Source: an optimization exercise on an open RTL-to-GDS flow (aim: small area). Production flows keep margins and buffers that such runs may drop.
The RTL was checked by simulation tests, not by an equivalence proof against the original design.
No activity file was given, so power comes from the tool's default toggle rates.

==> design/flow/constraint.sdc <==
create_clock -name core_clock -period 10.0 [get_ports {clk}]
set_input_delay 2.0000 -clock core_clock [delete_from_list [all_inputs] [get_ports {clk}]]
set_output_delay 2.0000 -clock core_clock [all_outputs]
set_load 0.01 [all_outputs]
==> design/flow/config.mk <==
export PLATFORM = sky130hd
export DESIGN_NAME = f_to_f
export DESIGN_NICKNAME = f_to_f
export VERILOG_FILES = /design/flow/design.v
export SDC_FILE = /design/flow/constraint.sdc
export NUM_CORES = 4
export LEC_CHECK = 0
export CAP_MARGIN = 20
export CORE_MARGIN = 2
export CORE_UTILIZATION = 45
export SLEW_MARGIN = 20
==> design/flow/design.v <==
module collector (
    input                      clk,
    input                      rstn,
    input [DATAIN-1:0]         datain,
    output reg [INT_WID-1:0]   int_o,
    output reg [FREC_WID-1:0]  frec_o,
    output reg [FLOAT_WID-1:0] float_o,
    output reg [APP-1:0]       app,
    output reg [SIZE-1:0]      size,
    output reg                 clk_en_1,
    output reg                 clk_en_2,
    output reg                 clk_en_3,
    output reg                 clk_en_4,
    output reg                 clk_en_5,
    output reg                 clk_en_6
);
parameter INT_WID = 40;
parameter FREC_WID = 40;
parameter FLOAT_WID = 80;
parameter DATAIN = 48;
parameter APP = 2;
parameter SIZE = 3;
reg [2:0] packet;
reg [39:0] data;
always @(posedge clk or negedge rstn) begin
  if (~rstn) begin
    int_o <= 0;
    frec_o <= 0;
    float_o <= 0;
    app <= 0;
    size <= 0;
    packet <= 0;
    data <= 0;
    clk_en_1 <= 1'b0;
    clk_en_2 <= 1'b0;
    clk_en_3 <= 1'b0;
    clk_en_4 <= 1'b0;
    clk_en_5 <= 1'b0;
    clk_en_6 <= 1'b0;
  end else begin
    app <= datain[47:46];
    size <= datain[45:43];
    packet <= datain[42:40];
    data <= datain[39:0];
    if (app == 2'b01) begin
        if (size == 3'b001 && packet == 3'b000) begin
            float_o <= data[39:8];
            clk_en_1 <= 1'b1;
            clk_en_2 <= 1'b0;
            clk_en_3 <= 1'b0;
            clk_en_4 <= 1'b0;
            clk_en_5 <= 1'b0;
            clk_en_6 <= 1'b0;
        end else if (size == 3'b010) begin
            if (packet == 3'b001) begin
                float_o[79:40] <= data[39:0];
                clk_en_1 <= 1'b0;
                clk_en_2 <= 1'b1;
                clk_en_3 <= 1'b0;
                clk_en_4 <= 1'b0;
                clk_en_5 <= 1'b0;
                clk_en_6 <= 1'b0;
            end else if (packet == 3'b010) begin
                float_o[39:0] <= data[39:0];
                clk_en_1 <= 1'b0;
                clk_en_2 <= 1'b1;
                clk_en_3 <= 1'b0;
                clk_en_4 <= 1'b0;
                clk_en_5 <= 1'b0;
                clk_en_6 <= 1'b0;
            end
        end else if (size == 3'b011) begin
            if (packet == 3'b001) begin
                float_o[79:40] <= data[39:0];
                clk_en_1 <= 1'b0;
                clk_en_2 <= 1'b0;
                clk_en_3 <= 1'b0;
                clk_en_4 <= 1'b0;
                clk_en_5 <= 1'b0;
                clk_en_6 <= 1'b1;
            end else if (packet == 3'b010) begin
                float_o[39:0] <= data[39:0];
                clk_en_1 <= 1'b0;
                clk_en_2 <= 1'b0;
                clk_en_3 <= 1'b0;
                clk_en_4 <= 1'b0;
                clk_en_5 <= 1'b0;
                clk_en_6 <= 1'b1;
            end
        end else begin
            clk_en_1 <= 1'b0;
            clk_en_2 <= 1'b0;
            clk_en_6 <= 1'b0;
        end
    end else if (app == 2'b10) begin
        if (size == 3'b001 && packet == 3'b000) begin
            int_o <= data[39:24];
            frec_o <= data[23:8];
            clk_en_1 <= 1'b0;
            clk_en_2 <= 1'b0;
            clk_en_3 <= 1'b1;
            clk_en_4 <= 1'b0;
            clk_en_5 <= 1'b0;
            clk_en_6 <= 1'b0;
        end else if (size == 3'b010) begin
            if (packet == 3'b001) begin
                int_o <= data[39:8];
                clk_en_1 <= 1'b0;
                clk_en_2 <= 1'b0;
                clk_en_3 <= 1'b0;
                clk_en_4 <= 1'b1;
                clk_en_5 <= 1'b0;
                clk_en_6 <= 1'b0;
            end else if (packet == 3'b010) begin
                frec_o <= data[39:8];
                clk_en_1 <= 1'b0;
                clk_en_2 <= 1'b0;
                clk_en_3 <= 1'b0;
                clk_en_4 <= 1'b1;
                clk_en_5 <= 1'b0;
                clk_en_6 <= 1'b0;
            end
        end else if (size == 3'b011) begin
            if (packet == 3'b001) begin
                int_o <= data[39:0];
                clk_en_1 <= 1'b0;
                clk_en_2 <= 1'b0;
                clk_en_3 <= 1'b0;
                clk_en_4 <= 1'b0;
                clk_en_5 <= 1'b1;
                clk_en_6 <= 1'b0;
            end else if (packet == 3'b010) begin
                frec_o <= data[39:0];
                clk_en_1 <= 1'b0;
                clk_en_2 <= 1'b0;
                clk_en_3 <= 1'b0;
                clk_en_4 <= 1'b0;
                clk_en_5 <= 1'b1;
                clk_en_6 <= 1'b0;
            end
        end else begin
            clk_en_3 <= 1'b0;
            clk_en_4 <= 1'b0;
            clk_en_5 <= 1'b0;
        end
    end else begin
        clk_en_3 <= 1'b0;
        clk_en_4 <= 1'b0;
        clk_en_1 <= 1'b0;
        clk_en_2 <= 1'b0;
        clk_en_5 <= 1'b0;
        clk_en_6 <= 1'b0;
    end
  end
end
endmodule
module float_to_fixed#(
    parameter FLOAT_FMT ="byte_10" ,
    parameter INT_WID =40  ,
    parameter FRA_WID =40 ,
    parameter FLOAT_WID = FLOAT_FMT == "float" ? 32 : FLOAT_FMT == "double" ? 64 :FLOAT_FMT == "byte_10" ? 80 : 0
) (
    input                             clk,
    input                             rstn,
    input                             clk_en,
    input             [FLOAT_WID-1:0] float_val,
    output reg                        overflow,
    output reg                        underflow,
    output reg                        nan,
    output reg                        infinity,
    output reg                        denorm,
    output reg                        zero,
    output reg        [  FRA_WID-1:0] fixed_fraction,
    output reg signed [  INT_WID-1:0] fixed_integer,
    output reg                        done
);
reg [3:0] count;
localparam SIGN_BIT = FLOAT_FMT == "float" ? 31 : FLOAT_FMT == "double" ? 63 : FLOAT_FMT == "byte_10" ? 79 :0;
localparam EXP_WID = FLOAT_FMT == "float" ? 8 : FLOAT_FMT == "double" ? 11 : FLOAT_FMT == "byte_10" ? 15 : 0;
localparam MANT_WID = FLOAT_FMT == "float" ? 23 : FLOAT_FMT == "double" ? 52 :FLOAT_FMT == "byte_10" ? 64 : 0;
localparam EXP_BIAS = FLOAT_FMT == "float" ? 8'd127 : FLOAT_FMT == "double" ? 11'd1023 : FLOAT_FMT == "byte_10" ? 15'd16383 : 0;
localparam EXP_UPPER_BOUND = INT_WID-1-1;  
localparam EXP_LOWER_BOUND = FRA_WID + 1;   
localparam SHIFT_RNG = EXP_UPPER_BOUND + EXP_LOWER_BOUND;
localparam SHIFT_RNG_WID = $clog2(SHIFT_RNG + 1);
localparam [0:0] MIN_FLOAT_SIGN = 1'd1;
localparam [7:0] MIN_FLOAT_EXPONENT = EXP_BIAS - 1'b1 + INT_WID;
localparam [22:0] MIN_FLOAT_MANTISSA = 23'd0;
localparam [31:0] MIN_FLOAT_VALUE = {MIN_FLOAT_SIGN, MIN_FLOAT_EXPONENT, MIN_FLOAT_MANTISSA};
localparam [0:0] MIN_DOUBLE_SIGN = 1'd1;
localparam [10:0] MIN_DOUBLE_EXPONENT = EXP_BIAS - 1'b1 + INT_WID;
localparam [51:0] MIN_DOUBLE_MANTISSA = 52'd0;
localparam [63:0] MIN_DOUBLE_VALUE = {
    MIN_DOUBLE_SIGN, MIN_DOUBLE_EXPONENT, MIN_DOUBLE_MANTISSA
};
localparam MIN_VALUE = FLOAT_FMT == "float" ? MIN_FLOAT_VALUE : 
                    FLOAT_FMT == "double" ? MIN_DOUBLE_VALUE :
                    0;
localparam NUM_SHIFT_WID_1ST = (SHIFT_RNG_WID / 3);
localparam SHIFT_BIT_WID_2ND = SHIFT_RNG_WID - NUM_SHIFT_WID_1ST;
localparam NUM_SHIFT_WID_2ND = ((SHIFT_RNG_WID - NUM_SHIFT_WID_1ST) / 2);
localparam SHIFT_BIT_WID_LAST = SHIFT_BIT_WID_2ND - NUM_SHIFT_WID_2ND;
localparam DATA_SHIFT_WID_1ST = (1 << NUM_SHIFT_WID_1ST) - 1;
localparam DATA_SHIFT_WID_2ND = (1 << (NUM_SHIFT_WID_1ST + NUM_SHIFT_WID_2ND)) - 1 - DATA_SHIFT_WID_1ST;
localparam DATA_SHIFT_WID_LAST = (1 << SHIFT_RNG_WID) - 1 - DATA_SHIFT_WID_1ST - DATA_SHIFT_WID_2ND;
localparam REM_WID = MANT_WID + 1;
localparam STORE_WID_R1 = REM_WID + DATA_SHIFT_WID_1ST;
localparam STORE_WID_R2 = STORE_WID_R1 + DATA_SHIFT_WID_2ND;
localparam STORE_WID_LAST = STORE_WID_R2 + DATA_SHIFT_WID_LAST;
localparam FRA_PART_WID_R3 = (FRA_WID / 4);
wire sign;
wire [EXP_WID-1:0] exponent;
wire [MANT_WID-1:0] mantissa;
assign sign     = float_val[SIGN_BIT];
assign exponent = float_val[MANT_WID+:EXP_WID];
assign mantissa = float_val[0+:MANT_WID];
reg [STORE_WID_R1-1:0]      mantissa_r1;
reg [SHIFT_BIT_WID_2ND-1:0] shift_bit_r1;
reg                         sign_r1;   
reg                         overflow_r1;
reg                         underflow_r1;
reg                         nan_r1;
reg                         zero_r1;
reg                         inf_r1;
reg                         denorm_r1;
reg                         min_r1;
wire [SHIFT_RNG_WID-1:0] shift_range;
assign shift_range = exponent - (EXP_BIAS - EXP_LOWER_BOUND);
reg  [       STORE_WID_R2-1:0] mantissa_r2;
reg  [ SHIFT_BIT_WID_LAST-1:0] shift_bit_r2;
reg                            sign_r2;
reg                            nan_r2;
reg                            inf_r2;
reg                            denorm_r2;
reg                            zero_r2;
reg                            result_clr_r2;
reg                            result_set_r2;
reg                            overflow_r2;
reg                            underflow_r2;
reg                             overflow_r3;
reg                             underflow_r3;
reg                             sign_r3;
reg                             nan_r3;
reg                             inf_r3;
reg                             denorm_r3;
reg                             zero_r3;
reg                             result_clr_r3;
reg                             result_set_r3;
reg [FRA_PART_WID_R3+1-1:0]     fraction_part_r3;
reg [INT_WID+(FRA_WID+1)-1:0]   mantissa_r3;
wire  [     STORE_WID_LAST-1:0] mantissa_shift_r3;
wire [INT_WID+(FRA_WID+1)-1:0]  mantissa_cut_r3;
assign mantissa_shift_r3 = {{DATA_SHIFT_WID_LAST{1'b0}}, mantissa_r2} << {shift_bit_r2[0+:SHIFT_BIT_WID_LAST], {(NUM_SHIFT_WID_2ND+NUM_SHIFT_WID_1ST){1'b0}}};
assign mantissa_cut_r3 = {1'b0, mantissa_shift_r3[REM_WID-1+:(INT_WID-1)+(FRA_WID+1)]};
reg                 overflow_r4;
reg                 underflow_r4;
reg                 sign_r4;
reg                 nan_r4;
reg                 inf_r4;
reg                 denorm_r4;
reg                 zero_r4;
reg                 result_clr_r4;
reg                 result_set_r4;
reg [  INT_WID-1:0] fixed_integer_r4;
reg [  FRA_WID-1:0] fixed_fraction_r4;
reg [    FRA_WID:0] fixed_fraction_r4_twos;
reg [    FRA_WID:0] fraction_round_comb_r4;
reg [  INT_WID-1:0] integer_comb_r4;
reg [  FRA_WID-1:0] fixed_fraction_r5_comb;
reg [  INT_WID-1:0] fixed_integer_r5_comb;
generate
    if (NUM_SHIFT_WID_1ST == 0) begin
        always @(posedge clk or negedge rstn) begin : stage_1_mantissa
            if (~rstn) begin
                mantissa_r1 <= 0;
            end else if (clk_en) begin
                mantissa_r1 <= {1'b1, mantissa};
            end
        end
    end else begin
        always @(posedge clk or negedge rstn) begin : stage_1_mantissa
            if (~rstn) begin
                mantissa_r1 <= 0;
            end else if (clk_en) begin
                mantissa_r1  <= {{DATA_SHIFT_WID_1ST{1'b0}}, 1'b1, mantissa} << shift_range[0+:NUM_SHIFT_WID_1ST];
            end
        end
    end
endgenerate
always @(posedge clk or negedge rstn) begin : stage_1
    if (~rstn) begin
        shift_bit_r1 <= 0;
        count <= 0;
        done <= 0;
        sign_r1 <= 0;
        overflow_r1 <= 0;
        underflow_r1 <= 0;
        nan_r1 <= 0;
        zero_r1 <= 0;
        inf_r1 <= 0;
        denorm_r1 <= 0;
        min_r1 <= 0;
    end else if (clk_en) begin
        if (exponent == {EXP_WID{1'b0}} && mantissa == {MANT_WID{1'b0}}) zero_r1 <= 1;
        else zero_r1 <= 0;
        if (exponent == {EXP_WID{1'b0}} && mantissa != {MANT_WID{1'b0}}) denorm_r1 <= 1;
        else denorm_r1 <= 0;
        if (exponent == {EXP_WID{1'b1}} && mantissa != {MANT_WID{1'b0}}) nan_r1 <= 1;
        else nan_r1 <= 0;
        if (exponent == {EXP_WID{1'b1}} && mantissa == {MANT_WID{1'b0}}) inf_r1 <= 1;
        else inf_r1 <= 0;
        sign_r1      <= sign;
        shift_bit_r1 <= shift_range[NUM_SHIFT_WID_1ST+:SHIFT_BIT_WID_2ND];
        min_r1       <= 0;
        if (exponent > EXP_UPPER_BOUND + EXP_BIAS) begin
            if (float_val == MIN_VALUE) begin
                overflow_r1 <= 0;
                min_r1      <= 1;
            end else begin
                overflow_r1 <= 1;
            end
        end else begin
            overflow_r1 <= 0;
        end
        if (EXP_BIAS - EXP_LOWER_BOUND > exponent) underflow_r1 <= 1;
        else underflow_r1 <= 0;
        if(count<7)begin
            done <= 0;
            count <= count+1;
        end
         else if(count==7)begin
             done <= 1;
             count <= count+1;
        end
        else if(INT_WID==16 && count==8)begin
            done <= 0;
            count <= count+1;
        end
        else if((INT_WID==32 ||INT_WID==40) && count==8)begin
            done <= 1;
            count <= count+1;
        end
        else if(count>8)begin
            done <= 0;
        end
    end
    else if(!clk_en)count <= 0;
end
generate
    if (NUM_SHIFT_WID_2ND == 0) begin
        always @(posedge clk or negedge rstn) begin : stage_2_mantissa
            if (~rstn) begin
                mantissa_r2 <= 0;
            end else if (clk_en) begin
                mantissa_r2 <= mantissa_r2;
            end
        end
    end else begin
        always @(posedge clk or negedge rstn) begin : stage_2_mantissa
            if (~rstn) begin
                mantissa_r2 <= 0;
            end else if (clk_en) begin
                mantissa_r2  <= {{DATA_SHIFT_WID_2ND{1'b0}}, mantissa_r1} << {shift_bit_r1[0+:NUM_SHIFT_WID_2ND], {NUM_SHIFT_WID_1ST{1'b0}}};
            end
        end
    end
endgenerate
always @(posedge clk or negedge rstn) begin : stage_2
    if (~rstn) begin
        shift_bit_r2 <= 0;
        sign_r2 <= 0;
        nan_r2 <= 0;
        inf_r2 <= 0;
        denorm_r2 <= 0;
        zero_r2 <= 0;
        result_clr_r2 <= 0;
        result_set_r2 <= 0;
        overflow_r2 <= 0;
        underflow_r2 <= 0;
    end else if (clk_en) begin
        nan_r2            <= nan_r1;
        zero_r2           <= zero_r1;
        inf_r2            <= inf_r1;
        sign_r2           <= sign_r1;
        denorm_r2         <= denorm_r1;
        overflow_r2       <= overflow_r1;
        underflow_r2      <= underflow_r1;
        if (zero_r1 | nan_r1 | denorm_r1 | underflow_r1)   
            result_clr_r2 <= 1;
        else result_clr_r2 <= 0;
        if (inf_r1 | overflow_r1 | min_r1) result_set_r2 <= 1;
        else result_set_r2 <= 0;
        shift_bit_r2 <= shift_bit_r1[NUM_SHIFT_WID_2ND+:SHIFT_BIT_WID_LAST];
    end
end
generate
    if (FRA_PART_WID_R3 == 0) begin
        always @(posedge clk or negedge rstn) begin : stage_3_fraction
            if (~rstn)
                fraction_part_r3 <= 0;
            else 
                fraction_part_r3 <= {1'b0, mantissa_cut_r3[0]};
        end
    end else begin
        always @(posedge clk or negedge rstn) begin : stage_3_fraction
            if (~rstn)
                fraction_part_r3 <= 0;
            else 
                fraction_part_r3 <= {1'b0, mantissa_cut_r3[1+:FRA_PART_WID_R3]} + mantissa_cut_r3[0];
        end
    end
endgenerate
always @(posedge clk or negedge rstn) begin : stage_3
    if (~rstn) begin
        overflow_r3 <= 0;
        underflow_r3 <= 0;
        sign_r3 <= 0;
        nan_r3 <= 0;
        inf_r3 <= 0;
        denorm_r3 <= 0;
        zero_r3 <= 0;
        result_clr_r3 <= 0;
        result_set_r3 <= 0;
        mantissa_r3 <= 0;
    end else if (clk_en) begin
        overflow_r3 <= overflow_r2;
        underflow_r3 <= underflow_r2;
        sign_r3 <= sign_r2;
        nan_r3 <= nan_r2;
        zero_r3 <= zero_r2;
        inf_r3 <= inf_r2;
        denorm_r3 <= denorm_r2;
        result_clr_r3 <= result_clr_r2;
        result_set_r3 <= result_set_r2;
        mantissa_r3 <= mantissa_cut_r3;
    end
end
generate
    if (FRA_PART_WID_R3 != 0) begin
        always @(*) begin : stage_4_comb
            fraction_round_comb_r4  = {{1'b0, mantissa_r3[FRA_PART_WID_R3+1 +: (FRA_WID-FRA_PART_WID_R3)] } + fraction_part_r3[FRA_PART_WID_R3], 
                                    fraction_part_r3[0+:FRA_PART_WID_R3]};
            integer_comb_r4 = mantissa_r3[FRA_WID+1 +: INT_WID];
        end
    end else begin
        always @(*) begin : stage_4_comb
            fraction_round_comb_r4  = {{1'b0, mantissa_r3[FRA_PART_WID_R3+1 +: (FRA_WID-FRA_PART_WID_R3)] } + fraction_part_r3[FRA_PART_WID_R3]};
            integer_comb_r4 = mantissa_r3[FRA_WID+1 +: INT_WID];
        end
    end
endgenerate
always @(posedge clk or negedge rstn) begin : stage_4
    if (~rstn) begin
        overflow_r4 <= 0;
        underflow_r4 <= 0;
        sign_r4 <= 0;
        nan_r4 <= 0;
        inf_r4 <= 0;
        denorm_r4 <= 0;
        zero_r4 <= 0;
        result_clr_r4 <= 0;
        result_set_r4 <= 0;
        fixed_integer_r4 <= 0;
        fixed_fraction_r4 <= 0;
        fixed_fraction_r4_twos <= 0;
    end else if (clk_en) begin
        overflow_r4 <= overflow_r3;
        underflow_r4 <= underflow_r3;
        sign_r4 <= sign_r3;
        nan_r4 <= nan_r3;
        zero_r4 <= zero_r3;
        inf_r4 <= inf_r3;
        denorm_r4 <= denorm_r3;
        result_clr_r4 <= result_clr_r3;
        result_set_r4 <= result_set_r3;
        fixed_integer_r4 <= integer_comb_r4 + fraction_round_comb_r4[FRA_WID];  
        fixed_fraction_r4 <= fraction_round_comb_r4[0+:FRA_WID];
        fixed_fraction_r4_twos <= {1'b0, ~(fraction_round_comb_r4[0+:FRA_WID])} + 1'b1;
    end
end
always @(*) begin : stage_5_comb
    if (sign_r4)
        fixed_integer_r5_comb = ~(fixed_integer_r4) + fixed_fraction_r4_twos[FRA_WID];
    else fixed_integer_r5_comb = (fixed_integer_r4);
    if (sign_r4) fixed_fraction_r5_comb = fixed_fraction_r4_twos[0+:FRA_WID];
    else fixed_fraction_r5_comb = (fixed_fraction_r4[0+:FRA_WID]);
end
always @(posedge clk or negedge rstn) begin : stage_5
    if (~rstn) begin
        overflow       <= 0;
        underflow      <= 0;
        nan            <= 0;
        infinity       <= 0;
        denorm         <= 0;
        zero           <= 0;
        fixed_fraction <= 0;
        fixed_integer  <= 0;
    end else if (clk_en) begin
        nan            <= nan_r4;
        infinity       <= inf_r4;
        denorm         <= denorm_r4;
        zero           <= zero_r4;
        if (inf_r4) begin
            overflow  <= 1;
            underflow <= 0;
        end else if (zero_r4 | nan_r4 | denorm_r4) begin
            overflow  <= 0;
            underflow <= 0;
        end else begin
            overflow  <= overflow_r4;
            underflow <= underflow_r4;
        end
        if (result_clr_r4) begin
            fixed_integer  <= 0;
            fixed_fraction <= 0;
        end else if (result_set_r4) begin   
            fixed_integer  <= {1'b0, {(INT_WID - 1) {1'b1}}} + sign_r4;
            fixed_fraction <= {FRA_WID{1'b1}} + sign_r4;
        end else begin
            if (!sign_r4 && fixed_integer_r5_comb[INT_WID-1]) begin   
                fixed_integer  <= {1'b0, {(INT_WID - 1) {1'b1}}};
                fixed_fraction <= {FRA_WID{1'b1}};
            end else begin
                fixed_integer  <= fixed_integer_r5_comb;
                fixed_fraction <= fixed_fraction_r5_comb;
            end
        end
    end
end
endmodule
module fixed_to_float#(
    parameter FLOAT_FMT ="byte_10" ,
    parameter INT_WID =40  ,
    parameter FRA_WID =40 ,
    parameter FLOAT_WID = FLOAT_FMT == "float" ? 32 : FLOAT_FMT == "double" ? 64 :FLOAT_FMT == "byte_10" ? 80 : 0
) (
    input                          clk,
    input                          rstn,
    input                          clk_en,
    input        [FRA_WID-1:0] fixed_fraction,
    input signed [INT_WID-1:0] fixed_integer,
    output [FLOAT_WID-1:0] float_val,
    output reg             done
);
reg [3:0] count;
localparam SIGN_BIT = FLOAT_FMT == "float" ? 31 : FLOAT_FMT == "double" ? 63 : FLOAT_FMT == "byte_10" ? 79 :0;
localparam EXP_WID = FLOAT_FMT == "float" ? 8 : FLOAT_FMT == "double" ? 11 : FLOAT_FMT == "byte_10" ? 15 : 0;
localparam MANT_WID = FLOAT_FMT == "float" ? 23 : FLOAT_FMT == "double" ? 52 :FLOAT_FMT == "byte_10" ? 64 : 0;
localparam EXP_BIAS = FLOAT_FMT == "float" ? 8'd127 : FLOAT_FMT == "double" ? 11'd1023 : FLOAT_FMT == "byte_10" ? 15'd16383 : 0;
localparam FLOAT_EXP_START_PT = EXP_BIAS - (FRA_WID);
localparam SHIFT_RNG = INT_WID + FRA_WID;
localparam SHIFT_RNG_WID = $clog2(SHIFT_RNG);
localparam EXTEND_RNG = (1 << SHIFT_RNG_WID);
localparam MAX_SHIFT_RNG = EXTEND_RNG - 1;
localparam NUM_PAD = EXTEND_RNG - SHIFT_RNG;
localparam NUM_SHIFT_WID_1ST = (SHIFT_RNG_WID / 3);
localparam NUM_SHIFT_REM_WID_1ST = SHIFT_RNG_WID - NUM_SHIFT_WID_1ST;
localparam NUM_BLK_1ST = 1 << NUM_SHIFT_WID_1ST;
localparam BLOCK_WID_1ST = 1 << NUM_SHIFT_REM_WID_1ST;
localparam ACC_SHIFT_RNG_1ST = (1 << SHIFT_RNG_WID) - (1 << (NUM_SHIFT_REM_WID_1ST));
localparam MAX_SHIFT_BLK_1ST = (SHIFT_RNG - 1) / BLOCK_WID_1ST;
localparam NUM_SHIFT_WID_2ND = ((SHIFT_RNG_WID - NUM_SHIFT_WID_1ST) / 2);
localparam NUM_SHIFT_REM_WID_2ND = NUM_SHIFT_REM_WID_1ST - NUM_SHIFT_WID_2ND;
localparam NUM_BLK_2ND = 1 << NUM_SHIFT_WID_2ND;
localparam BLOCK_WID_2ND = 1 << NUM_SHIFT_REM_WID_2ND;
localparam ACC_SHIFT_RNG_2ND = ACC_SHIFT_RNG_1ST + (1<<NUM_SHIFT_REM_WID_1ST) - (1<<NUM_SHIFT_REM_WID_2ND);
localparam NUM_SHIFT_WID_LAST = NUM_SHIFT_REM_WID_2ND;
localparam NUM_BLK_LAST = 1 << NUM_SHIFT_WID_LAST;
localparam BLOCK_WID_LAST = 1 << 0;
localparam ADD_PARTIAL = 16;
localparam NUM_PAD_BACK = (MANT_WID - MAX_SHIFT_RNG) >= 0 ? MANT_WID - MAX_SHIFT_RNG + 1 : 0;
wire [EXTEND_RNG-1:0] fixed;
wire                  sign;
wire                  zero;
assign fixed = {{NUM_PAD{sign}}, fixed_integer, fixed_fraction};
assign sign  = fixed_integer[INT_WID-1];
assign zero  = (fixed_fraction == 0 && fixed_integer == 0) ? 1 : 0;
reg        [                    NUM_SHIFT_WID_1ST-1:0] shift_bit_r1_comb;
reg        [                           EXTEND_RNG-1:0] fixed_r1;
reg                                                    zero_r1;
reg                                                    sign_r1;
reg        [                    NUM_SHIFT_WID_1ST-1:0] shift_bit_r1;
reg        [                          NUM_BLK_2ND-1:0] shift_flag_r2_comb;
reg        [         EXTEND_RNG+ACC_SHIFT_RNG_1ST-1:0] mantissa_r2_comb;
reg        [         EXTEND_RNG+ACC_SHIFT_RNG_1ST-1:0] mantissa_r2_again_comb;
reg        [                    NUM_SHIFT_WID_2ND-1:0] shift_bit_r2_comb;
reg                                                    shift_again_r2_comb;
reg        [                          NUM_BLK_2ND-1:0] shift_flag_r2;
reg                                                    sign_r2;
reg        [         EXTEND_RNG+ACC_SHIFT_RNG_1ST-1:0] mantissa_r2;
reg        [                              EXP_WID-1:0] float_exp_r2;
reg        [       EXTEND_RNG + ACC_SHIFT_RNG_2ND-1:0] mantissa_r3_comb;
reg        [                   NUM_SHIFT_WID_LAST-1:0] shift_bit_r3_comb;
reg                                                    sign_r3;
reg        [       EXTEND_RNG + ACC_SHIFT_RNG_2ND-1:0] mantissa_r3;
reg        [                   NUM_SHIFT_WID_LAST-1:0] shift_bit_r3;
reg        [                              EXP_WID-1:0] float_exp_r3;
reg        [EXTEND_RNG+MAX_SHIFT_RNG+NUM_PAD_BACK-1:0] mantissa_r4_comb;
reg        [EXTEND_RNG+MAX_SHIFT_RNG+NUM_PAD_BACK-1:0] mantissa_r4_inv_comb;
reg                                                    sign_r4;
reg        [                 MANT_WID-ADD_PARTIAL-1:0] mantissa_r4_msb;
reg        [                            ADD_PARTIAL:0] mantissa_r4_lsb;
reg        [                              EXP_WID-1:0] float_exp_r4;
reg        [                               MANT_WID:0] mantissa_round_r5_comb;
reg                                                    float_sign_r5;
reg        [                              EXP_WID-1:0] float_exp_r5;
reg        [                             MANT_WID-1:0] float_mant_r5;
assign float_val = {float_sign_r5, float_exp_r5, float_mant_r5};
always @(*) begin : stage_1_comb
    shift_bit_r1_comb = 0;
    for (integer i = 1; i < NUM_BLK_1ST; i = i + 1) begin
        if (fixed[i*BLOCK_WID_1ST+:BLOCK_WID_1ST] != {BLOCK_WID_1ST{sign}}) begin
            shift_bit_r1_comb = i;
        end
    end
end
always @(posedge clk or negedge rstn) begin : stage_1
    if (~rstn) begin
        fixed_r1               <= 0;
        count <= 0;
        done <= 0;
        zero_r1                <= 1;
        sign_r1                <= 0;
        shift_bit_r1           <= 0;
    end else if (clk_en) begin
        zero_r1                <= zero;
        sign_r1                <= sign;
        fixed_r1               <= fixed - sign;
        shift_bit_r1           <= shift_bit_r1_comb;
        if(count<7)begin
            done <= 0;
            count <= count+1;
        end
        else if(count==7)begin
            done <= 1;
            count <= count+1;
        end
        else if(INT_WID==16 && count==8)begin
            done <= 0;
            count <= count+1;
        end
        else if((INT_WID==32 ||INT_WID==40) && count==8)begin
            done <= 1;
            count <= count+1;
        end
        else if(count>8)begin
            done <= 0;
        end
    end
    else if(!clk_en)count <= 0;
end
always @(*) begin : stage_2_comb
    mantissa_r2_comb = ({fixed_r1, {ACC_SHIFT_RNG_1ST{sign_r1}}}) >> 
                        {shift_bit_r1, {NUM_SHIFT_REM_WID_1ST{1'd0}}};
    if (sign_r1 != mantissa_r2_comb[ACC_SHIFT_RNG_1ST + NUM_BLK_2ND*BLOCK_WID_2ND] && shift_bit_r1 != MAX_SHIFT_BLK_1ST) begin
        mantissa_r2_again_comb = mantissa_r2_comb >> {1'b1, {NUM_SHIFT_REM_WID_1ST{1'd0}}};
        shift_again_r2_comb = 1;
    end else begin
        mantissa_r2_again_comb = mantissa_r2_comb;
        shift_again_r2_comb = 0;
    end
    for (integer i = 1; i < NUM_BLK_2ND; i = i + 1) begin
        if (mantissa_r2_again_comb[ACC_SHIFT_RNG_1ST + i*BLOCK_WID_2ND+:BLOCK_WID_2ND] != {BLOCK_WID_2ND{sign_r1}}) begin
            shift_flag_r2_comb[i] = 1;
        end else begin
            shift_flag_r2_comb[i] = 0;
        end
    end
end
always @(posedge clk or negedge rstn) begin : stage_2
    if (~rstn) begin
        shift_flag_r2          <= 0;
        sign_r2                <= 0;
        mantissa_r2            <= 0;
        float_exp_r2           <= 0;
    end else if (clk_en) begin
        sign_r2                 <= sign_r1;
        mantissa_r2             <= mantissa_r2_again_comb;
        float_exp_r2            <= zero_r1 ? {shift_bit_r1, {NUM_SHIFT_REM_WID_1ST{1'd0}}} : 
                                    FLOAT_EXP_START_PT + {shift_bit_r1 + shift_again_r2_comb, {NUM_SHIFT_REM_WID_1ST{1'd0}}};
        shift_flag_r2           <= shift_flag_r2_comb;
    end
end
always @(*) begin : stage_3_comb
    shift_bit_r2_comb = 0;
    for (integer i = 1; i < NUM_BLK_2ND; i = i + 1) begin
        if (shift_flag_r2[i]) begin
            shift_bit_r2_comb = i;
        end
    end
    mantissa_r3_comb = {
        (mantissa_r2), 
        {(ACC_SHIFT_RNG_2ND - ACC_SHIFT_RNG_1ST){sign_r2}}
    } >> {shift_bit_r2_comb, {{NUM_SHIFT_REM_WID_2ND{1'd0}}}};
    shift_bit_r3_comb = 0;
    for (integer i = 1; i < NUM_BLK_LAST; i = i + 1) begin
        if (mantissa_r3_comb[ACC_SHIFT_RNG_2ND+i*BLOCK_WID_LAST+:BLOCK_WID_LAST] != sign_r2) begin
            shift_bit_r3_comb = i;
        end
    end
end
always @(posedge clk or negedge rstn) begin : stage_3
    if (~rstn) begin
        sign_r3                <= 0;
        mantissa_r3            <= 0;
        shift_bit_r3           <= 0;
        float_exp_r3           <= 0;
    end else if (clk_en) begin
        sign_r3                 <= sign_r2;
        mantissa_r3             <= mantissa_r3_comb;
        float_exp_r3            <= float_exp_r2 + {shift_bit_r2_comb, {NUM_SHIFT_REM_WID_2ND{1'd0}}};
        shift_bit_r3            <= shift_bit_r3_comb;
    end
end
always @(*) begin : stage_4_comb
    mantissa_r4_comb = ({mantissa_r3, {(MAX_SHIFT_RNG - ACC_SHIFT_RNG_2ND + NUM_PAD_BACK){sign_r3}} }) >> {shift_bit_r3};
    if (sign_r3) mantissa_r4_inv_comb = ~mantissa_r4_comb;
    else         mantissa_r4_inv_comb = mantissa_r4_comb;
end
always @(posedge clk or negedge rstn) begin : stage_4
    if (~rstn) begin
        sign_r4                <= 0;
        mantissa_r4_msb        <= 0;
        mantissa_r4_lsb        <= 0;
        float_exp_r4           <= 0;
    end else if (clk_en) begin
        sign_r4                 <= sign_r3;
        float_exp_r4            <= float_exp_r3 + shift_bit_r3;
        mantissa_r4_lsb <= {
        1'b0, 
        mantissa_r4_inv_comb[NUM_PAD_BACK + MAX_SHIFT_RNG-1 - MANT_WID + ADD_PARTIAL -: ADD_PARTIAL]
    } + mantissa_r4_inv_comb[NUM_PAD_BACK + MAX_SHIFT_RNG-1-MANT_WID] ;
        mantissa_r4_msb <= mantissa_r4_inv_comb[NUM_PAD_BACK + MAX_SHIFT_RNG-1 -: (MANT_WID - ADD_PARTIAL)];
    end
end
always @(*) begin : stage_5_comb
    mantissa_round_r5_comb = {
        {1'b0, mantissa_r4_msb} + mantissa_r4_lsb[ADD_PARTIAL], 
        mantissa_r4_lsb[0 +: ADD_PARTIAL]
    };
end
always @(posedge clk or negedge rstn) begin : stage_5
    if (~rstn) begin
        float_sign_r5 <= 0;
        float_exp_r5  <= 0;
        float_mant_r5 <= 0;
    end else if (clk_en) begin
        float_sign_r5       <= sign_r4;
        float_exp_r5        <= float_exp_r4 + mantissa_round_r5_comb[MANT_WID];
        float_mant_r5       <= mantissa_round_r5_comb[0 +: MANT_WID];
    end
end
endmodule
module dout (
    input                    clk,
    input                    rstn,
    input [INT_WID-1:0]      int_1,
    input [INT_WID-1:0]      int_2,
    input [INT_WID-1:0]      int_3,
    input [FREC_WID-1:0]     frec_1,
    input [FREC_WID-1:0]     frec_2,
    input [FREC_WID-1:0]     frec_3,
    input [FLOAT_WID-1:0]    float_1,
    input [FLOAT_WID-1:0]    float_2,
    input [FLOAT_WID-1:0]    float_3,
    input [APP-1:0]          app,
    input [SIZE-1:0]         size,
    input                    done_1,
    input                    done_2,
    input                    done_3,
    input                    done_4,
    input                    done_5,
    input                    done_6,
    output reg [DATAOUT-1:0] dataout,
    output reg               wren
);
parameter INT_WID = 40;
parameter FREC_WID = 40;
parameter FLOAT_WID = 80;
parameter APP = 2;
parameter SIZE = 3;
parameter DATAOUT = 48;
reg [2:0] count;
always @(posedge clk or negedge rstn) begin
  if (~rstn) begin
    wren <= 0;
    dataout <= 48'b0;
    count <= 0;
  end else begin
    case (app)  
    	1: begin
    	    case (size) 
    		    1: begin
    	            if (done_1 == 1) begin
                        wren <= 1;
                        dataout <= {2'b01,3'b001,3'b000,
                    	            int_1[15:0],frec_1[15:0],
                    	            8'b0};
                    end else begin
                        wren <= 0;
                        dataout <= {2'b01,3'b001,3'b000,
                                    39'b0};
            	    end
    		    end
    		    2: begin
                    if (done_2 == 1) begin
                	    if (count == 2'b00) begin
                    	    wren <= 1;
                            dataout <= {2'b01,3'b010,3'b001,
                                        int_2[31:0],8'b0};
                            count <= count + 1;
                        end else if (count == 2'b01) begin
                    	    wren <= 1;
                    	    dataout <= {2'b01,3'b010,3'b010,
                                        frec_2[31:0],8'b0};
                    	    count <= 0;
                	    end
                    end else begin
                        wren <= 0;
                        dataout <= {2'b01,3'b010,3'b000,
                                 39'b0};
                    end
    		    end
    		    3: begin
    		        if (done_6 == 1) begin
                	    if (count == 2'b00) begin
                    	    wren <= 1;
                    	    dataout <= {2'b01,3'b011,3'b001,
                                        int_3};
                    	    count <= count + 1;
                	    end else if (count == 2'b01) begin
                    	    wren <= 1;
                    	    dataout <= {2'b01,3'b011,3'b010,
                    		            frec_3};
                    	    count <= 0;
                	    end
                    end else begin
                	    wren <=0;
                	    dataout <= {2'b01,3'b011,3'b000,
                	                39'b0};
            	    end
    		    end
    	    endcase
    	end
    	2: begin
    	    case (size) 
    	    	1: begin
    	    	    if (done_3 == 1) begin
                        wren <= 1;
                        dataout <= {2'b10,3'b001,3'b000,
                                    float_1[31:0],8'b0};
                    end else begin
                        wren <= 0;
                        dataout <= {2'b10,3'b001,3'b000,
                                    39'b0};
                    end
    	    	end
    	    	2: begin
    	    	    if (done_4 == 1) begin
                	if (count == 2'b00) begin
                    	wren <= 1;
                    	dataout <= {2'b10,3'b010,3'b001,
                    		        float_2[63:24]};
                    	count <= count + 1;
                	end else if (count == 2'b01) begin
                        wren <= 1;
                	    dataout <= {2'b10,3'b010,3'b010,
                	    	        float_2[23:0],16'b0};
                	    count <= 0;
                	end
            	    end else begin
                	    wren <= 0;
                	    dataout <= {2'b10,3'b010,3'b000,
                                    39'b0};
            	    end
    	    	end
    	    	3: begin
    	    	    if (done_5 == 1) begin
                	if (count == 2'b00) begin
                    	wren <= 1;
                    	dataout <= {2'b10,3'b011,3'b001,
                    	            float_3[79:40]};
                    	count <= count + 1;
                	end else if (count == 2'b01) begin
                    	wren <= 1;
                    	dataout <= {2'b10,3'b011,3'b010,
                        	        float_3[39:0]};
                	    count <= 0;
                	end
            	    end else begin
                	    wren <= 0;
                	    dataout <= {2'b11,3'b011,3'b000,
                                    39'b0};
            	    end
    	    	end
    	    endcase
    	end
    	default:begin
    	    wren <= 0;
            dataout <= 48'b0;
    	end
    endcase
  end
end
endmodule
module f_to_f (
    input                clk,
    input                rstn,
    input [DATAIN-1:0]   datain,
    input                empty,
    output [DATAOUT-1:0] dataout,
    output reg           rden,
    output               wren
);
parameter DATAIN = 48;
parameter DATAOUT = 48;
wire [39:0] int_in;
wire [39:0] frec_in;
wire [79:0] float_in;
wire [15:0] int_out_1;
wire [15:0] frec_out_1;
wire [31:0] float_out_1;
wire [31:0] int_out_2;
wire [31:0] frec_out_2;
wire [63:0] float_out_2;
wire [39:0] int_out_3;
wire [39:0] frec_out_3;
wire [79:0] float_out_3;
wire [1:0]  app;
wire [2:0]  size;
wire        clk_en_1;
wire        clk_en_2;
wire        clk_en_3;
wire        clk_en_4;
wire        clk_en_5;
wire        clk_en_6;
wire        done_1;
wire        done_2;
wire        done_3;
wire        done_4;
wire        done_5;
wire        done_6;
always @(posedge clk or negedge rstn) begin
    if (~rstn) rden <= 0;
    else if (empty == 0) rden <= 1;
    else if (empty == 1) rden <= 0;
end
collector uc (
    .clk      (clk),
    .rstn     (rstn),
    .datain   (datain),
    .int_o    (int_in),
    .frec_o   (frec_in),
    .float_o  (float_in),
    .app      (app),
    .size     (size),
    .clk_en_1 (clk_en_1),
    .clk_en_2 (clk_en_2),
    .clk_en_3 (clk_en_3),
    .clk_en_4 (clk_en_4),
    .clk_en_5 (clk_en_5),
    .clk_en_6 (clk_en_6)
);
float_to_fixed #(.FLOAT_FMT("float"), .INT_WID(16), .FRA_WID(16)) ufl1 (  
    .clk            (clk),
    .rstn           (rstn),
    .clk_en         (clk_en_1),
    .float_val      (float_in),
    .fixed_fraction (frec_out_1),
    .fixed_integer  (int_out_1),
    .done           (done_1)
);
float_to_fixed #(.FLOAT_FMT("double"), .INT_WID(32), .FRA_WID(32)) ufl2 (  
    .clk            (clk),
    .rstn           (rstn),
    .clk_en         (clk_en_2),
    .float_val      (float_in[79:16]),
    .fixed_fraction (frec_out_2),
    .fixed_integer  (int_out_2),
    .done           (done_2)
);
float_to_fixed #(.FLOAT_FMT("byte_10"), .INT_WID(40), .FRA_WID(40)) ufl3 (  
    .clk            (clk),
    .rstn           (rstn),
    .clk_en         (clk_en_6),
    .float_val      (float_in),
    .fixed_fraction (frec_out_3),
    .fixed_integer  (int_out_3),
    .done           (done_6)
);
fixed_to_float #(.FLOAT_FMT("float"), .INT_WID(16), .FRA_WID(16)) ufi1 (  
    .clk            (clk),
    .rstn           (rstn),
    .clk_en         (clk_en_3),
    .float_val      (float_out_1),
    .fixed_fraction (frec_in),
    .fixed_integer  (int_in),
    .done           (done_3)
);
fixed_to_float #(.FLOAT_FMT("double"), .INT_WID(32), .FRA_WID(32)) ufi2 (  
    .clk            (clk),
    .rstn           (rstn),
    .clk_en         (clk_en_4),
    .float_val      (float_out_2),
    .fixed_fraction (frec_in),
    .fixed_integer  (int_in),
    .done           (done_4)
);
fixed_to_float #(.FLOAT_FMT("byte_10"), .INT_WID(40), .FRA_WID(40)) ufi3 (  
    .clk            (clk),
    .rstn           (rstn),
    .clk_en         (clk_en_5),
    .float_val      (float_out_3),
    .fixed_fraction (frec_in),
    .fixed_integer  (int_in),
    .done           (done_5)
);
dout ud (
    .clk     (clk),
    .rstn    (rstn),
    .int_1   (int_out_1),
    .frec_1  (frec_out_1),
    .float_1 (float_out_1),
    .int_2   (int_out_2),
    .frec_2  (frec_out_2),
    .float_2 (float_out_2),
    .int_3   (int_out_3),
    .frec_3  (frec_out_3),
    .float_3 (float_out_3),
    .size    (size),
    .app     (app),
    .done_1  (done_1),
    .done_2  (done_2),
    .done_3  (done_3),
    .done_4  (done_4),
    .done_5  (done_5),
    .done_6  (done_6),
    .dataout (dataout),
    .wren    (wren)
);
endmodule
==> design/flow/run.sh <==
#!/bin/bash
# synth_recipe.tcl (not shown) runs the flow's synth.tcl, then flattens the netlist and writes it again
# the make line also repeats each setting of config.mk as NAME=value (left out here)
make -C /OpenROAD-flow-scripts/flow DESIGN_CONFIG=/design/flow/config.mk WORK_HOME=/design/flow/orfs CLKGATE_MAP_FILE= SYNTH_SCRIPT=/design/flow/synth_recipe.tcl finish
==> summary.txt <==
-- critical path, cell delays in order (launching register included) --
cell	delay [ns]
dfrtp_1	0.35
ha_1	0.23
ha_1	0.36
nand2_1	0.18
nor2_1	0.52
nand2_1	0.20
nor4_1	0.53
ha_1	0.30
ha_1	0.22
nand4_1	0.18
nor4_1	0.67
nand2_1	0.23
or3_1	0.41
nor2_1	0.16
nand2_1	0.09
xnor2_1	0.15
a21oi_1	0.08
-- per-layer routing --
metal | vias to the layer above | part of all wire [%] | GRT usage (%) | wire length, um
met1 | 50920 | 47 | 46.62 | 207600
met5 | - | 0 | 0 | 0
li1 | 45620 | - | - | -
met4 | 0 | 3.4 | 9.136 | 14790
met3 | 628 | 8.7 | 6.298 | 38050
met2 | 3928 | 41 | 40.98 | 178500
-- power by group through the flow --
| stage | Sequential (mW) | Combinational (mW) | Clock (mW) |
|---|---|---|---|
| after global routing | 14.1 | 11.7 | 10.8 |
| after CTS | 13.8 | 10.6 | 10.4 |
| after detailed placement | 14.0 | 10.6 | 0 |
| final | 13.9 | 10.8 | 10.2 |
| after floorplan | 12.4 | 7.82 | 0 |
| after global placement | 13.9 | 10.4 | 0 |
-- area by class of cell --
cell class              count  share of cell area [%]
clock buffers             378                   5.519
inverters                 379                   1.013
diodes                      6                 0.01066
flip-flops and latches   2308                   41.07
repair buffers            269                   1.800
multi-input cells        9452                   46.37
clock inverters            99                  0.8868
well taps                3743                   3.326
-- through the flow --
step	hold slack [ns]	area [um^2]
2_1_floorplan	0.4418	128200
3_3_place_gp	0.4539	131700
3_5_place_dp	0.4609	131700
4_1_cts	0.4733	140700
5_1_grt	0.4952	140800
6_report	0.4702	140800
-- cells by family after synthesis --
| logic type | count (synthesis) | share of synthesized area (%) |
|---|---|---|
| compound gates | 3012 | 14.19 |
| fa+ha+maj | 104 | 1.044 |
| xor+xnor | 822 | 5.614 |
| mux | 1684 | 16.52 |
| buf+inv | 1397 | 4.138 |
| flops | 2308 | 45.04 |
| simple gates | 3830 | 13.45 |
-- registers in the layout, indices dropped and copies added, names as in the netlist, 68 cells and up --
signal	count
ufi3.fixed_r1	128
ufl3.mantissa_r1	68
ufl3.mantissa_r3	69
ufl3.mantissa_r2	80
uc.float_o	80
ufi3.mantissa_r2	97
ufi3.mantissa_r3	72
-- cells in the mapped netlist (51+ instances only) --
| master | count | share of area (%) |
|---|---|---|
| a211oi_1 | 161 | 0.94 |
| a21o_1 | 72 | 0.42 |
| a21oi_1 | 1298 | 5.1 |
| a31o_2 | 54 | 0.37 |
| and2_1 | 53 | 0.26 |
| and3_1 | 71 | 0.35 |
| buf_1 | 177 | 0.52 |
| clkbuf_1 | 808 | 2.4 |
| dfrtp_1 | 2305 | 45 |
| ha_1 | 99 | 0.97 |
| inv_1 | 366 | 1.1 |
| mux2_2 | 759 | 6.7 |
| mux2i_1 | 646 | 5.0 |
| mux4_2 | 269 | 4.7 |
| nand2_1 | 1224 | 3.6 |
| nand2b_1 | 58 | 0.28 |
| nand3_1 | 229 | 0.89 |
| nand4_1 | 92 | 0.45 |
| nor2_1 | 1420 | 4.2 |
| nor2b_1 | 200 | 0.98 |
| nor3_1 | 145 | 0.57 |
| nor4_1 | 105 | 0.51 |
| o211ai_1 | 51 | 0.30 |
| o21a_1 | 54 | 0.32 |
| o21ai_0 | 563 | 2.2 |
| o22ai_1 | 161 | 0.79 |
| o2bb2ai_1 | 147 | 1.0 |
| o31ai_1 | 75 | 0.44 |
| xnor2_1 | 575 | 3.9 |
| xor2_1 | 247 | 1.7 |
-- worst paths after layout --
check	end	slack [ns]	from	cells after the start
max in group asynchronous	ufi3.float_exp_r5[8]$_DFFE_PN0P_	6.61	rstn	3
max	ufl3.fixed_integer_r4[38]$_DFFE_PN0P_	4.97	ufl3.mantissa_r3[11]$_DFFE_PN0P_	16
min in group asynchronous	rden$_DFF_PN0_	1.06	rstn	1
max reg2reg	ufl3.fixed_integer_r4[38]$_DFFE_PN0P_	4.97	ufl3.mantissa_r3[11]$_DFFE_PN0P_	16
min	ufl3.fixed_fraction_r4[39]$_DFFE_PN0P_	0.47	ufl3.fixed_fraction_r4[39]$_DFFE_PN0P_	1
min reg2reg	ufl3.fixed_fraction_r4[39]$_DFFE_PN0P_	0.47	ufl3.fixed_fraction_r4[39]$_DFFE_PN0P_	1
==> reports/qor.yml <==
synth_ff_type: "dfrtp_1"
routedWlPerCell_um: 26.38
place_congestion: 0.9490
hold_viol: 0
dr_total_vias: 101100
arrival_ns: 5.75
power_frac_seq_pct: 39.9
track_usage_pct: 29.90
synth_area_per_cell_um2: 9.747
p_clk_share_pct: 29.2
worstSetupEndpointType: "register"
fmaxAchievable_ghz: 0.1986
grt_max_degree: 194
synthCells: 13160
layout-drive-gt1-share_pct: 13.93
ys_seq_elements: 2308
status: "timing/DRC/antenna clean"
worstSetupStartpointType: "register"
setup_viol: 0
htree_levels: 5
synth_area_mm2: 0.1282
cts_tree: "yes"
synth-edff-count: 0
ctsResizeCount: 0
path_max_fanout: 8
skew_ns: 0.06047
rsz0062_at_grt: "no"
layout-area-overhead-vs-synth_pct: 9.803
synth-async-reset-ratio_pct: 100.0
multi_input_area_mm2: 0.06530
io_buffers: 100
finalMaxSlewViolations: 0
crit_required_ns: 10.72
start_util_pct: 45.35
min_period_ns: 5.034
ys_warn_count: 23
holdBufCountCts: 0
placedCellCount: 16150
hp-class: "reg -> reg"
final_common_cell: "dfrtp_1"
post_cts_buffers: 0
fp.dieArea_mm2: 0.2893
core.rowCount: 195
cts_sinks: 2308
dpl_worst_slack_ns: 5.028
finalSetupTns_ns: 0
worst_slew_pin_slew_ns: 1.148
slew_headroom_pct: 23.45
place_hpwl_um: 320900
die-width_um: 537.8
total_power_mw: 34.91
final_antenna_net_count: 0
via_per_inst: 6.077
critical_path_class: "reg -> reg"
netSwitchingPower_mw: 13.39
final_cell_mix: "dfrtp_1 (2,277), nor2_1 (1,413), a21oi_1 (1,295)"
clock-root-buffer: "clkbuf_16"
dr.pass1.iters: 7
antenna_found_initial: 11
grt_pass1_wl_um: 651500
ys_types: 97
cts_buffers: 271
synth_nets: 13310
ir_drop_mv: 0.3134
max-cap-violations: 0
clock_path_buffers: 4
finalCritPeriodShare_pct: 50.34
switching_share_pct: 38.36
p_int_mw: 21.52
post-route-util_pct: 49.80
fillers: 25770
insertion_delay_ns: 0.92
grt_pass1_vias: 95610
wirelength_um: 438900
io_pins: 101
route.detailed.drc: 0
final-seq-area_mm2: 0.05783
core_area_mm2: 0.2828
final.setup.worst_slack_ns: 4.966
power_frac_comb_pct: 30.9
drt-initial-drc-count: 11530
grt_overflow_total: 0
fin_nets: 12840
die_y_um: 537.8
powerDensity_mw_per_mm2: 247.9
path_clk_slew_ns: 0.06
layoutNonFillerInstCount: 16630
ys_seq_area_share_pct: 45.04
p_leak_nw: 59.48

static timing again, ports no longer ideal:
How much do the figures lean on ideal ports? The routed layout below was timed once more, with nothing changed but the port constraints. Step 1 (the two cells are an assumption about what drives the block):
set clk [get_ports {clk}]
set_driving_cell -lib_cell sky130_fd_sc_hd__clkbuf_16 $clk
set_driving_cell -lib_cell sky130_fd_sc_hd__buf_2 [delete_from_list [all_inputs] $clk]
Step 2 times the ports against the registers' clock, not the clock port: input delays grow and output delays shrink by t, the midpoint of the rising clock arrivals with the driver on. a / b / c = ideal / step 1 / step 2; a / b = the first two.
t (ns): 0.986
slack for setup (ns): 4.966 / 4.966 / 4.966
worst data-port slew with drivers (ns): 0.10
After both steps setup and hold are still met in this run. For this run, drivers alone change the setup slack by 0.000 ns; drivers and shift together by 0.000 ns.
